This design comes from an exercise in tuning for small area, a short achievable clock period and few clock cycles per item on the open sky130 flow, not from production work.
Where RTL was checked, it was by simulation tests only, not by an equivalence proof against the original.

## v6
// logarithm
module logarithm #(
	parameter n = 16,
	parameter m = 24,
	parameter k = 5 ,
	parameter p = 24
) (
	input        clk  ,  
	input        reset,  
	input        start,
	input  [0:n] x    ,
	output [1:p] y    ,
	output       done
);
	reg  [23:0] f;
	reg  [24:0] r;           
	wire s1;
	wire c2;
	wire s3;
	wire c4;
	wire s5;
	wire c6;
	wire s7;
	wire c8;
	wire s9;
	wire c10;
	wire s11;
	wire c12;
	wire s13;
	wire c14;
	wire s15;
	wire c16;
	wire s17;
	wire c18;
	wire s19;
	wire c20;
	wire s21;
	wire c22;
	wire s23;
	wire c24;
	wire s25;
	wire c26;
	wire s27;
	wire c28;
	wire s29;
	wire c30;
	wire s31;
	wire c32;
	wire s33;
	wire c34;
	wire s35;
	wire c36;
	wire s37;
	wire c38;
	wire s39;
	wire c40;
	wire s41;
	wire c42;
	wire s43;
	wire c44;
	wire s45;
	wire c46;
	wire s47;
	wire c48;
	wire s49;
	wire c50;
	wire s51;
	wire c52;
	wire s53;
	wire c54;
	wire s55;
	wire c56;
	wire s57;
	wire c58;
	wire s59;
	wire c60;
	wire s61;
	wire c62;
	wire s63;
	wire c64;
	wire s65;
	wire c66;
	wire s67;
	wire c68;
	wire s69;
	wire c70;
	wire s71;
	wire c72;
	wire s73;
	wire c74;
	wire s75;
	wire c76;
	wire s77;
	wire c78;
	wire s79;
	wire c80;
	wire s81;
	wire c82;
	wire s83;
	wire c84;
	wire s85;
  ...
export LEC_CHECK = 0
export CAP_MARGIN = 20
export CORE_MARGIN = 2
export CORE_UTILIZATION = 40
export SETUP_SLACK_MARGIN = 3.8
export SLEW_MARGIN = 60
export SYNTH_HIERARCHICAL = 1
export SYNTH_MINIMUM_KEEP_SIZE = 0
create_clock -name core_clock -period 9.0 [get_ports {clk}]
run.sh (not shown) runs the stock make flow with config.mk's settings and CLKGATE_MAP_FILE= SYNTH_SCRIPT=/design/flow/synth_recipe.tcl, a recipe that flattens the netlist after the stock synthesis.
Inputs modified between v6 and v7:
Settings: SETUP_SLACK_MARGIN now 4.2, was 3.8.
[summary]
v7 | stages: all done | timing, DRC, antenna: all pass. f[7] as the launch point of the worst path was reported by v7, and f[10] by v6. v6 → v7: minimum setup slack in the final design went up; share of the core filled with cells rose by 2.7 points; first-iteration DRC count up 104; global-route wire length before repair shows an increase of 0.44%. v6 has a higher fraction of area in registers than v7. v7 against v6: growth of design area from synthesis to finish climbed 6.7 points; clock latency on the worst-skew pair barely changed; total global routing track utilization barely changed.
No functional check of the RTL was part of any run of this note.

---

Another version of the RTL of logarithm (not shown whole).
For scale: ~1100 cells after synthesis, ~49 flip-flops.
==> flow/design.v (excerpt) <==
module logarithm #(
	parameter n = 16,
	parameter m = 24,
	parameter k = 5 ,
	parameter p = 24
) (
	input        clk  ,  
	input        reset,  
	input        start,
	input  [0:n] x    ,
	output [1:p] y    ,
	output       done
);
make LEC_CHECK=0 CAP_MARGIN=20 CORE_MARGIN=2 CORE_UTILIZATION=40 SETUP_SLACK_MARGIN=4.5 SLEW_MARGIN=20 SYNTH_HIERARCHICAL=1 SYNTH_MINIMUM_KEEP_SIZE=0 finish   # period 9.0 ns
The first run passed the timing, design-rule and antenna checks.
Rerun with:
Settings changed: SETUP_SLACK_MARGIN 4.5 to 2.5.
Critical path depth decreases by 3.
Final area decreases by about a fifth.
Wire length decreases by about a fifth.
Global-route usage decreases by 4.7 points.
Synthesized cell count does not change.
Hold slack got worse by 0.0076 ns.
Via count decreases by roughly a tenth.
First-iteration DRC count decreases by a quarter to a third.
Area after synthesis stays the same.
Rerun with:
Settings changed: SETUP_SLACK_MARGIN 2.5 to 3.5.
Routed wire length goes up by 22%.
Utilization goes up by 7.8 points.
Design area came out higher by 18%.
Clock skew hardly moves.
Clock-buffer cell count went down by 1.
Rerun with:
Settings changed: SETUP_SLACK_MARGIN 3.5 to default, SLEW_MARGIN 20 to 60.
Result:
- hold slack hardly moves
- worst setup slack degrades by 0.69 ns
- routed wire length fell by 18%
- cell area came out lower by 15%
- sequential share of layout area is higher by 1.0 points
- clock-buffer cell count is higher by 1
- via count went down by 9.6%
- maximum frequency goes down by 11%
- non-clock buffer count shrinks by 97
No run of this note included a check of the RTL's function; only the layout flow was run.

---

## v35
Another version of the RTL of logarithm (not shown whole).
For scale: ~11000 um^2 of cells after synthesis.
Settings: LEC_CHECK=0, CAP_MARGIN=20, CORE_MARGIN=2, CORE_UTILIZATION=40, SETUP_SLACK_MARGIN=4.1, SLEW_MARGIN=60, SYNTH_HIERARCHICAL=1, SYNTH_MINIMUM_KEEP_SIZE=0; clock period 9.0 ns.
standard.sh (not shown) runs the stock make flow with config.mk's settings and CLKGATE_MAP_FILE= SYNTH_SCRIPT=/design/flow/synth_recipe.tcl, a recipe that flattens the netlist after the stock synthesis.
==> flow/flow/run.sh <==
#!/bin/bash
# Standard layout, with the smallest buffer on the ports instead of the
# delay buffer that buffer_ports picks by default.
set -e
export BUFFER_PORTS_ARGS="-buffer_cell sky130_fd_sc_hd__buf_1"
bash standard.sh finish > standard_flow.log 2>&1
Testbench counts of v35, summed over its fixed seeds: cycles 36,800, items 1,600.
Relative to v35, the following input files were edited for v34:
Settings: setting CTS_BUF_LIST to sky130_fd_sc_hd__clkbuf_4 sky130_fd_sc_hd__clkbuf_8 for the first time; changing SETUP_SLACK_MARGIN from 4.1 to 4.0.
[diff] final critical path time including I/O delays and setup, v34 relative to v35: regression. Met2 layer usage reported by global route: lower on v35.
What v23 does differently from v34 at the input level:
Settings: CTS_BUF_LIST no longer set, was sky130_fd_sc_hd__clkbuf_4 sky130_fd_sc_hd__clkbuf_8.
Findings:
Sort v23 and v34 by critical path arrival, descending, and v34 comes first. The routed wire length of v23 and that of v34 are within noise of each other. Via-per-instance ratio delta for v23 relative to v34: about 0.6% lower.

---

Another version of the RTL of logarithm (not shown whole).
Size in the first run: about 45 I/O pins.
// logarithm
module logarithm #(
	parameter n = 16,
	parameter m = 24,
	parameter k = 5 ,
	parameter p = 24
) (
	input        clk  ,  
	input        reset,  
	input        start,
	input  [0:n] x    ,
	output [1:p] y    ,
	output       done
);
clock: 9.0 ns
lec_check: 0
cap_margin: 20
core_margin: 2
core_utilization: 40
cts_buf_list: sky130_fd_sc_hd__clkbuf_4 sky130_fd_sc_hd__clkbuf_8
place_density: 0.75
setup_slack_margin: 3.8
slew_margin: 60
synth_hierarchical: 1
synth_minimum_keep_size: 0
Scripts as last shown in full above: flow/flow/run.sh
Testbench counts at the start, summed over its fixed seeds: cycles 41,600, items 1,600.
Next try:
- PLACE_DENSITY: 0.75 -> unset
The changed run finished with timing, DRC and antenna clean; final cell count climbs by 0.57%; die area does not change; worst setup slack is better by 68 ps.

[what the ideal ports hide]
The flow's constraints put no driver on any port. The routed layouts listed below were extracted and timed again, unchanged, in two steps.
Step 1, drivers: a clkbuf_16 drives clk and a buf_2 each remaining input, both assumed.
Step 2 moves the port delays by t, midway between the first and last clock arrival at a register: inputs arrive t later, outputs are due t later. That takes back most of the time a late clock gives input paths.
a / b / c = ideal ports / drivers / drivers and shift; a / b = the first two.
run | t (ns) | slack for setup (ns) | hold WS [ns] | worst register clock-pin slew, ns
v6 | 0.333 | 4.185 / 4.185 / 4.185 | 0.540 / 0.540 / 0.540 | 0.07 / 0.07
v7 | 0.333 | 4.389 / 4.389 / 4.389 | 0.540 / 0.540 / 0.540 | 0.07 / 0.07
the first run of note 2 | 0.322 | 3.510 / 3.510 / 3.510 | 0.530 / 0.530 / 0.530 | 0.07 / 0.07
the second run of note 2 | 0.328 | 2.760 / 2.760 / 2.760 | 0.522 / 0.522 / 0.522 | 0.07 / 0.07
the third run of note 2 | 0.333 | 3.535 / 3.535 / 3.535 | 0.529 / 0.529 / 0.529 | 0.07 / 0.07
the fourth run of note 2 | 0.328 | 2.840 / 2.840 / 2.840 | 0.531 / 0.531 / 0.531 | 0.07 / 0.07
v35 | 0.334 | 4.297 / 4.297 / 4.297 | 0.503 / 0.503 / 0.503 | 0.09 / 0.09
v34 | 0.346 | 4.208 / 4.208 / 4.208 | 0.491 / 0.491 / 0.491 | 0.10 / 0.10
v23 | 0.327 | 4.201 / 4.201 / 4.201 | 0.485 / 0.485 / 0.485 | 0.07 / 0.07
the first run of note 4 | 0.340 | 4.068 / 4.068 / 4.068 | 0.540 / 0.540 / 0.540 | 0.11 / 0.11
the second run of note 4 | 0.335 | 4.137 / 4.137 / 4.137 | 0.561 / 0.561 / 0.561 | 0.11 / 0.11
After both steps setup and hold are still met in every run listed.
